What follows belongs to an exercise in optimizing a design on an open flow for small area; a production flow would make more cautious choices.
Where RTL was checked, it was by simulation tests only, not by an equivalence proof against the original.
Power is estimated from default activity; no workload was simulated.

==> job 8232: inputs <==
Design SPI, start of the top module:
module SPI #(parameter spi_count = 32, parameter clk_count = 5, parameter pi_count = 256) (clk_in, reset, s_d_tx, cs_tx, clk_tx, s_d_rx, cs_rx, clk_rx, rx_data, debug_rx_state, debug_error, debug_rx_done, debug_rx_counter, debug_tx_done, debug_tx_state, debug_tx_counter, debug_divided_clk);
input reset, clk_in;
output s_d_tx, cs_tx, clk_tx;
input s_d_rx, cs_rx, clk_rx;
output [spi_count-1:0] rx_data;
output [2:0] debug_rx_state;
output [2:0] debug_tx_state;
output debug_error;
output debug_rx_done;
output debug_tx_done;
output [spi_count-1:0] debug_rx_counter;
output [spi_count-1:0] debug_tx_counter;
output debug_divided_clk;
wire clkout, tick, error, tx_done;
wire [1:0] tx_state;
wire [5:0] i, j;
assign debug_tx_state = {1'b0, tx_state};
assign debug_tx_counter = {26'd0, i};
assign debug_rx_counter = {26'd0, j};
assign debug_divided_clk = clkout;
assign debug_error = error;
assign debug_tx_done = tx_done;
clk_divider clk_divider_inst (.clk_in(clk_in), .reset(reset), .clk_out(clkout), .fall_tick(tick));
SPI_trans_piso SPI_trans_piso (.clk_in(clk_in), .reset(reset), .tick(tick), .clkout(clkout), .error(error),
    .so(s_d_tx), .cs(cs_tx), .shift_done(tx_done), .clk(clk_tx), .state(tx_state), .i(i));
SIPO SIPO (.clk_in(clk_in), .clk(clk_rx), .reset(reset), .latch_r(cs_rx), .si(s_d_rx), .trans_done(tx_done),
    .po(rx_data), .shift_done_r(debug_rx_done), .state_r(debug_rx_state), .error_r(error), .j(j));
endmodule
==> module SPI_trans_piso, before the edit <==
module SPI_trans_piso (clk_in, reset, tick, clkout, error, so, cs, shift_done, clk, state, i);
input clk_in, reset, tick, clkout, error;
output so, cs, shift_done;
output reg clk;
output [1:0] state;
output reg [5:0] i;
reg [1:0] st;
reg xf;           
reg [8:0] N;      
reg z;            
localparam IDLE = 2'd0, WAIT = 2'd1, SHIFT_DATA = 2'd2, SHIFT_DONE = 2'd3;
assign state = st;
wire sd = (st == SHIFT_DATA);
assign shift_done = (st == IDLE) & xf;
assign cs = ~(sd & (i != 6'd0));
wire [3:0] k = i[5] ? 4'd0 : (4'd8 - {1'b0, i[2:0]});
assign so = sd & (i[5] | (i[4] & i[3])) & N[k];
always @(posedge clk_in) begin
    if (reset) clk <= 1'b0;
    else clk <= ~cs & clkout;
end
always @(posedge clk_in) begin
    if (reset) begin
        st <= IDLE;
        xf <= 1'b0;
        i <= 6'd0;
        z <= 1'b1;
    end else if (tick) begin
        case (st)
            IDLE: begin
                st <= WAIT;
                xf <= 1'b0;
                if (xf) begin
                    if (error) z <= 1'b1;
                    else begin
                        N <= z ? 9'd1 : (N[8] ? 9'd0 : N + 9'd1);
                        z <= 1'b0;
                    end
                end else if (error) z <= 1'b1;
            end
            WAIT: begin
                xf <= 1'b1;
                if (xf) begin
                    st <= SHIFT_DATA;
                    if (z) N <= 9'd0;
                    z <= error;
                end else if (error) z <= 1'b1;
            end
            SHIFT_DATA: begin
                if (i[5]) begin
                    i <= 6'd0;
                    st <= SHIFT_DONE;
                end else i <= i + 6'd1;
                if (error) z <= 1'b1;
            end
            SHIFT_DONE: begin
                st <= IDLE;
                xf <= 1'b1;
                if (error) z <= 1'b1;
            end
        endcase
    end
end
endmodule
==> module SIPO, before the edit <==
module SIPO (clk_in, clk, reset, latch_r, si, trans_done, po, shift_done_r, state_r, error_r, j);
input clk_in, clk, reset, latch_r, si, trans_done;
output reg [31:0] po;
output reg shift_done_r;
output reg [2:0] state_r;
output reg error_r;
output reg [5:0] j;
localparam IDLE_r = 3'd0, WAIT_CS_r = 3'd1, SHIFT_DATA_r = 3'd2, SHIFT_DONE_r = 3'd3, ERROR_r = 3'd4;
reg [1:0] ped_sr;
reg [31:0] p_o;
reg [2:0] next_state_r;
wire edge_det = ped_sr[1] & ~ped_sr[0];
wire j_mid = ~j[5] & (j[4:0] != 5'd0) & (j[4:0] != 5'd31);    
always @(posedge clk_in) begin
    ped_sr[0] <= clk;
    ped_sr[1] <= ped_sr[0];
end
always @(*) begin
    case (state_r)
        IDLE_r: next_state_r = WAIT_CS_r;
        WAIT_CS_r: next_state_r = latch_r ? WAIT_CS_r : SHIFT_DATA_r;
        SHIFT_DATA_r:
            if (trans_done & latch_r) next_state_r = SHIFT_DONE_r;
            else if (j_mid & latch_r) next_state_r = ERROR_r;
            else if (trans_done) next_state_r = ERROR_r;
            else next_state_r = SHIFT_DATA_r;
        SHIFT_DONE_r:
            if (shift_done_r & latch_r) next_state_r = IDLE_r;
            else if (j_mid & latch_r) next_state_r = ERROR_r;
            else next_state_r = SHIFT_DONE_r;
        ERROR_r: next_state_r = latch_r ? IDLE_r : ERROR_r;
        default: next_state_r = IDLE_r;
    endcase
end
always @(posedge clk_in) begin
    if (reset) begin
        state_r <= IDLE_r;
        j <= 6'd0;
        error_r <= 1'b0;
        shift_done_r <= 1'b0;
    end else begin
        state_r <= next_state_r;
        case (state_r)
            IDLE_r: begin
                j <= 6'd0;
                error_r <= 1'b0;
                shift_done_r <= 1'b0;
            end
            SHIFT_DATA_r: if (~j[5] & ~latch_r & edge_det) j <= j + 6'd1;
            SHIFT_DONE_r: shift_done_r <= 1'b1;
            ERROR_r: error_r <= 1'b1;
            default: ;
        endcase
    end
end
wire sh = (state_r == SHIFT_DATA_r) & ~j[5] & ~latch_r & edge_det;
wire idle = (state_r == IDLE_r);
wire p_ld = sh & ~idle;
wire p_hd = ~sh & ~idle;
wire x_ld = shift_done_r & ~reset;
wire x_hd = ~shift_done_r & ~reset;
always @(posedge clk_in) begin
    p_o <= ({32{p_ld}} & {p_o[30:0], si}) | ({32{p_hd}} & p_o);
    po <= ({32{x_ld}} & p_o) | ({32{x_hd}} & po);
end
endmodule
export LEC_CHECK = 0
export CAP_MARGIN = 20
export CORE_MARGIN = 2
export CORE_UTILIZATION = 40
export PLACE_DENSITY = 0.6
export SLEW_MARGIN = 20
create_clock -name core_clock -period 8.0 [get_ports {clk_in}]
standard.sh (not shown) runs the stock make flow with config.mk's settings and CLKGATE_MAP_FILE= SYNTH_SCRIPT=/design/flow/synth_recipe.tcl, a recipe that flattens the netlist after the stock synthesis.
==> flow/flow/run.sh <==
#!/bin/bash
export SKIP_REPAIR_TIE_FANOUT=1
export BUFFER_PORTS_ARGS="-buffer_cell sky130_fd_sc_hd__buf_1"
export CTS_ARGS="-sink_clustering_enable -repair_clock_nets -dont_use_dummy_load -buf_list sky130_fd_sc_hd__clkbuf_8"
bash standard.sh > standard.log 2>&1
==> job 5584: changes against job 8232 <==
--- a/flow/design.v
+++ b/flow/design.v
@@ -27,15 +27,29 @@
 output reg [5:0] i;
 reg [1:0] st;
 reg xf;           
-reg [8:0] N;      
+wire [8:0] N;     
 reg z;            
+reg cy;           
 localparam IDLE = 2'd0, WAIT = 2'd1, SHIFT_DATA = 2'd2, SHIFT_DONE = 2'd3;
 assign state = st;
+wire idle = (st == IDLE);
+wire wait_s = (st == WAIT);
 wire sd = (st == SHIFT_DATA);
-assign shift_done = (st == IDLE) & xf;
+assign shift_done = idle & xf;
 assign cs = ~(sd & (i != 6'd0));
-wire [3:0] k = i[5] ? 4'd0 : (4'd8 - {1'b0, i[2:0]});
-assign so = sd & (i[5] | (i[4] & i[3])) & N[k];
+reg nb;
+always @(*)
+    case (i[2:0])
+        3'd0: nb = i[5] ? N[0] : N[8];
+        3'd1: nb = N[7];
+        3'd2: nb = N[6];
+        3'd3: nb = N[5];
+        3'd4: nb = N[4];
+        3'd5: nb = N[3];
+        3'd6: nb = N[2];
+        default: nb = N[1];
+    endcase
+assign so = sd & (i[5] | (i[4] & i[3])) & nb;
 always @(posedge clk_in) begin
     if (reset) clk <= 1'b0;
     else clk <= ~cs & clkout;
@@ -45,55 +59,42 @@
         st <= IDLE;
         xf <= 1'b0;
         i <= 6'd0;
-        z <= 1'b1;
     end else if (tick) begin
+        xf <= st[0];
         case (st)
-            IDLE: begin
-                st <= WAIT;
-                xf <= 1'b0;
-                if (xf) begin
-                    if (error) z <= 1'b1;
-                    else begin
-                        N <= z ? 9'd1 : (N[8] ? 9'd0 : N + 9'd1);
-                        z <= 1'b0;
-                    end
-                end else if (error) z <= 1'b1;
-            end
-            WAIT: begin
-                xf <= 1'b1;
-                if (xf) begin
-                    st <= SHIFT_DATA;
-                    if (z) N <= 9'd0;
-                    z <= error;
-                end else if (error) z <= 1'b1;
-            end
+            IDLE: st <= WAIT;
+            WAIT: if (xf) st <= SHIFT_DATA;
             SHIFT_DATA: begin
                 if (i[5]) begin
                     i <= 6'd0;
                     st <= SHIFT_DONE;
                 end else i <= i + 6'd1;
-                if (error) z <= 1'b1;
             end
-            SHIFT_DONE: begin
-                st <= IDLE;
-                xf <= 1'b1;
-                if (error) z <= 1'b1;
-            end
+            SHIFT_DONE: st <= IDLE;
         endcase
     end
 end
+always @(posedge clk_in) begin
+    if (reset) z <= 1'b1;
+    else if (tick) z <= ~idle & (error | (z & st[1]));
+end
+always @(posedge clk_in)
+    cy <= idle ? (xf & ~error & (z | ~N[8])) : (cy & N[0]);
+wire rot = ~tick & wait_s & ~xf;
+wire clr = tick & ((idle & (error | z | N[8])) | (wait_s & ~xf & error));
+sel_reg #(.W(9)) n_reg (.clk_in(clk_in), .ld(rot), .hd(~rot & ~clr), .d({N[0] ^ cy, N[8:1]}), .q(N));
 endmodule
 `timescale 1ns / 1ps
 module SIPO (clk_in, clk, reset, latch_r, si, trans_done, po, shift_done_r, state_r, error_r, j);
 input clk_in, clk, reset, latch_r, si, trans_done;
-output reg [31:0] po;
+output [31:0] po;
 output reg shift_done_r;
 output reg [2:0] state_r;
 output reg error_r;
 output reg [5:0] j;
 localparam IDLE_r = 3'd0, WAIT_CS_r = 3'd1, SHIFT_DATA_r = 3'd2, SHIFT_DONE_r = 3'd3, ERROR_r = 3'd4;
 reg [1:0] ped_sr;
-reg [31:0] p_o;
+wire [31:0] p_o;
 reg [2:0] next_state_r;
 wire edge_det = ped_sr[1] & ~ped_sr[0];
 wire j_mid = ~j[5] & (j[4:0] != 5'd0) & (j[4:0] != 5'd31);    
@@ -141,14 +142,15 @@
 end
 wire sh = (state_r == SHIFT_DATA_r) & ~j[5] & ~latch_r & edge_det;
 wire idle = (state_r == IDLE_r);
-wire p_ld = sh & ~idle;
-wire p_hd = ~sh & ~idle;
-wire x_ld = shift_done_r & ~reset;
-wire x_hd = ~shift_done_r & ~reset;
-always @(posedge clk_in) begin
-    p_o <= ({32{p_ld}} & {p_o[30:0], si}) | ({32{p_hd}} & p_o);
-    po <= ({32{x_ld}} & p_o) | ({32{x_hd}} & po);
-end
+sel_reg #(.W(32)) p_o_reg (.clk_in(clk_in), .ld(sh & ~idle), .hd(~sh & ~idle), .d({p_o[30:0], si}), .q(p_o));
+sel_reg #(.W(32)) po_reg (.clk_in(clk_in), .ld(shift_done_r & ~reset), .hd(~shift_done_r & ~reset), .d(p_o), .q(po));
+endmodule
+module sel_reg #(parameter W = 32) (clk_in, ld, hd, d, q);
+input clk_in, ld, hd;
+input [W-1:0] d;
+output reg [W-1:0] q;
+always @(posedge clk_in)
+    q <= (d & {W{ld}}) | (q & {W{hd}});
 endmodule
 `timescale 1ns / 1ps
 module SPI #(parameter spi_count = 32, parameter clk_count = 5, parameter pi_count = 256) (clk_in, reset, s_d_tx, cs_tx, clk_tx, s_d_rx, cs_rx, clk_rx, rx_data, debug_rx_state, debug_error, debug_rx_done, debug_rx_counter, debug_tx_done, debug_tx_state, debug_tx_counter, debug_divided_clk);
==> flow/flow/run.sh (replaced) <==
#!/bin/bash
# The standard layout (standard.sh), with these changes:
#  - synthesis: the same script (synth_recipe.tcl), but ABC maps the logic with
#    an area-oriented script (flow/abc_area.script) and Yosys's half/full adder
#    extraction is skipped, so ABC maps adders together with the other logic.
#    Registers are untouched: they are mapped before ABC runs.
#  - one shared tie cell for the constant-0 outputs (no per-load tie cloning),
#  - port buffers use the smallest buffer, sky130_fd_sc_hd__buf_1,
#  - CTS inserts no dummy loads and uses small clock buffers.
set -euo pipefail
W=$(pwd)
cat > my_synth.tcl <<EOT
proc abc {args} {
  set i [lsearch -exact \$args -script]
  if {\$i >= 0} { set args [lreplace \$args [expr {\$i+1}] [expr {\$i+1}] $W/flow/abc_area.script] }
  yosys abc {*}\$args
}
proc extract_fa {args} { }
source $W/synth_recipe.tcl
EOT
sed "s|SYNTH_SCRIPT=[^ ]*|SYNTH_SCRIPT=$W/my_synth.tcl|" standard.sh > my_standard.sh
export SKIP_REPAIR_TIE_FANOUT=1
export BUFFER_PORTS_ARGS="-buffer_cell sky130_fd_sc_hd__buf_1"
export CTS_ARGS="-sink_clustering_enable -repair_clock_nets -dont_use_dummy_load -root_buf sky130_fd_sc_hd__clkbuf_8 -buf_list sky130_fd_sc_hd__clkbuf_4"
bash my_standard.sh > standard.log 2>&1
==> flow/flow/abc_area.script (new file) <==
&get -n
&st
&dch
&nf -R 1000
&put
mfs3 -ae
--- a/flow/config.mk
+++ b/flow/config.mk
@@ -7,6 +7,6 @@
 export LEC_CHECK = 0
 export CAP_MARGIN = 20
 export CORE_MARGIN = 2
-export CORE_UTILIZATION = 40
-export PLACE_DENSITY = 0.6
+export CORE_UTILIZATION = 65
+export PLACE_DENSITY = 0.85
 export SLEW_MARGIN = 20
==> notes.md <==
In job 5584 the global-route usage is higher than in job 8232, by 7.7 points.
In count of clock-buffer cells in the layout, job 8232 and job 5584 do not differ.
Between job 8232 and job 5584, the lower synthesized cell count is in job 5584 (gap 25%, measured against job 5584).
Of job 5584 and job 8232, job 8232 has the higher cell area (gap about 15%, measured against job 8232).
In job 8232 the routed wire length is larger than in job 5584, by about 22%.
In job 8232 the worst setup slack is worse than in job 5584, by 440 ps.
Of job 5584 and job 8232, job 8232 has the higher sequential power (gap about 1%, measured against job 8232).
Against job 5584, the clock skew of job 8232 is lower by 7.7 ps.
Between job 8232 and job 5584, the lower final cell count is in job 5584 (gap 29%, measured against job 5584).
Between job 5584 and job 8232, the lower maximum frequency is in job 8232 (gap 13%, measured against job 8232).
For job 8232, only the layout was checked, not whether the RTL still works.

[separate check: timing with driven ports]
The flow's constraints put no driver on any port. The routed layouts listed below were extracted and timed again, unchanged, in two steps. Step 1: set_driving_cell puts a clkbuf_16 on clk_in and a buf_2 on each other input, an assumption about the parent block. Step 2 adds t to the input delays and takes it off the output delays; t is the mean of the earliest and latest rising clock arrival at the registers after step 1. Input paths then give back, and output paths get back, about the clock's delay inside the block. a / b / c = no drivers / after step 1 / after step 2; a / b = the first two.
run | shift t [ns] | slack for setup (ns) | worst setup path after step 2 | worst slew at a driven data input, ns | cell pins on the clock port's net
job 8232 | 0.379 | 4.106 / 4.073 / 4.110 | input to register | 0.03 | 1
job 5584 | 0.375 | 4.548 / 4.518 / 4.862 | input to register | 0.03 | 1
After both steps setup and hold are still met in every run listed.
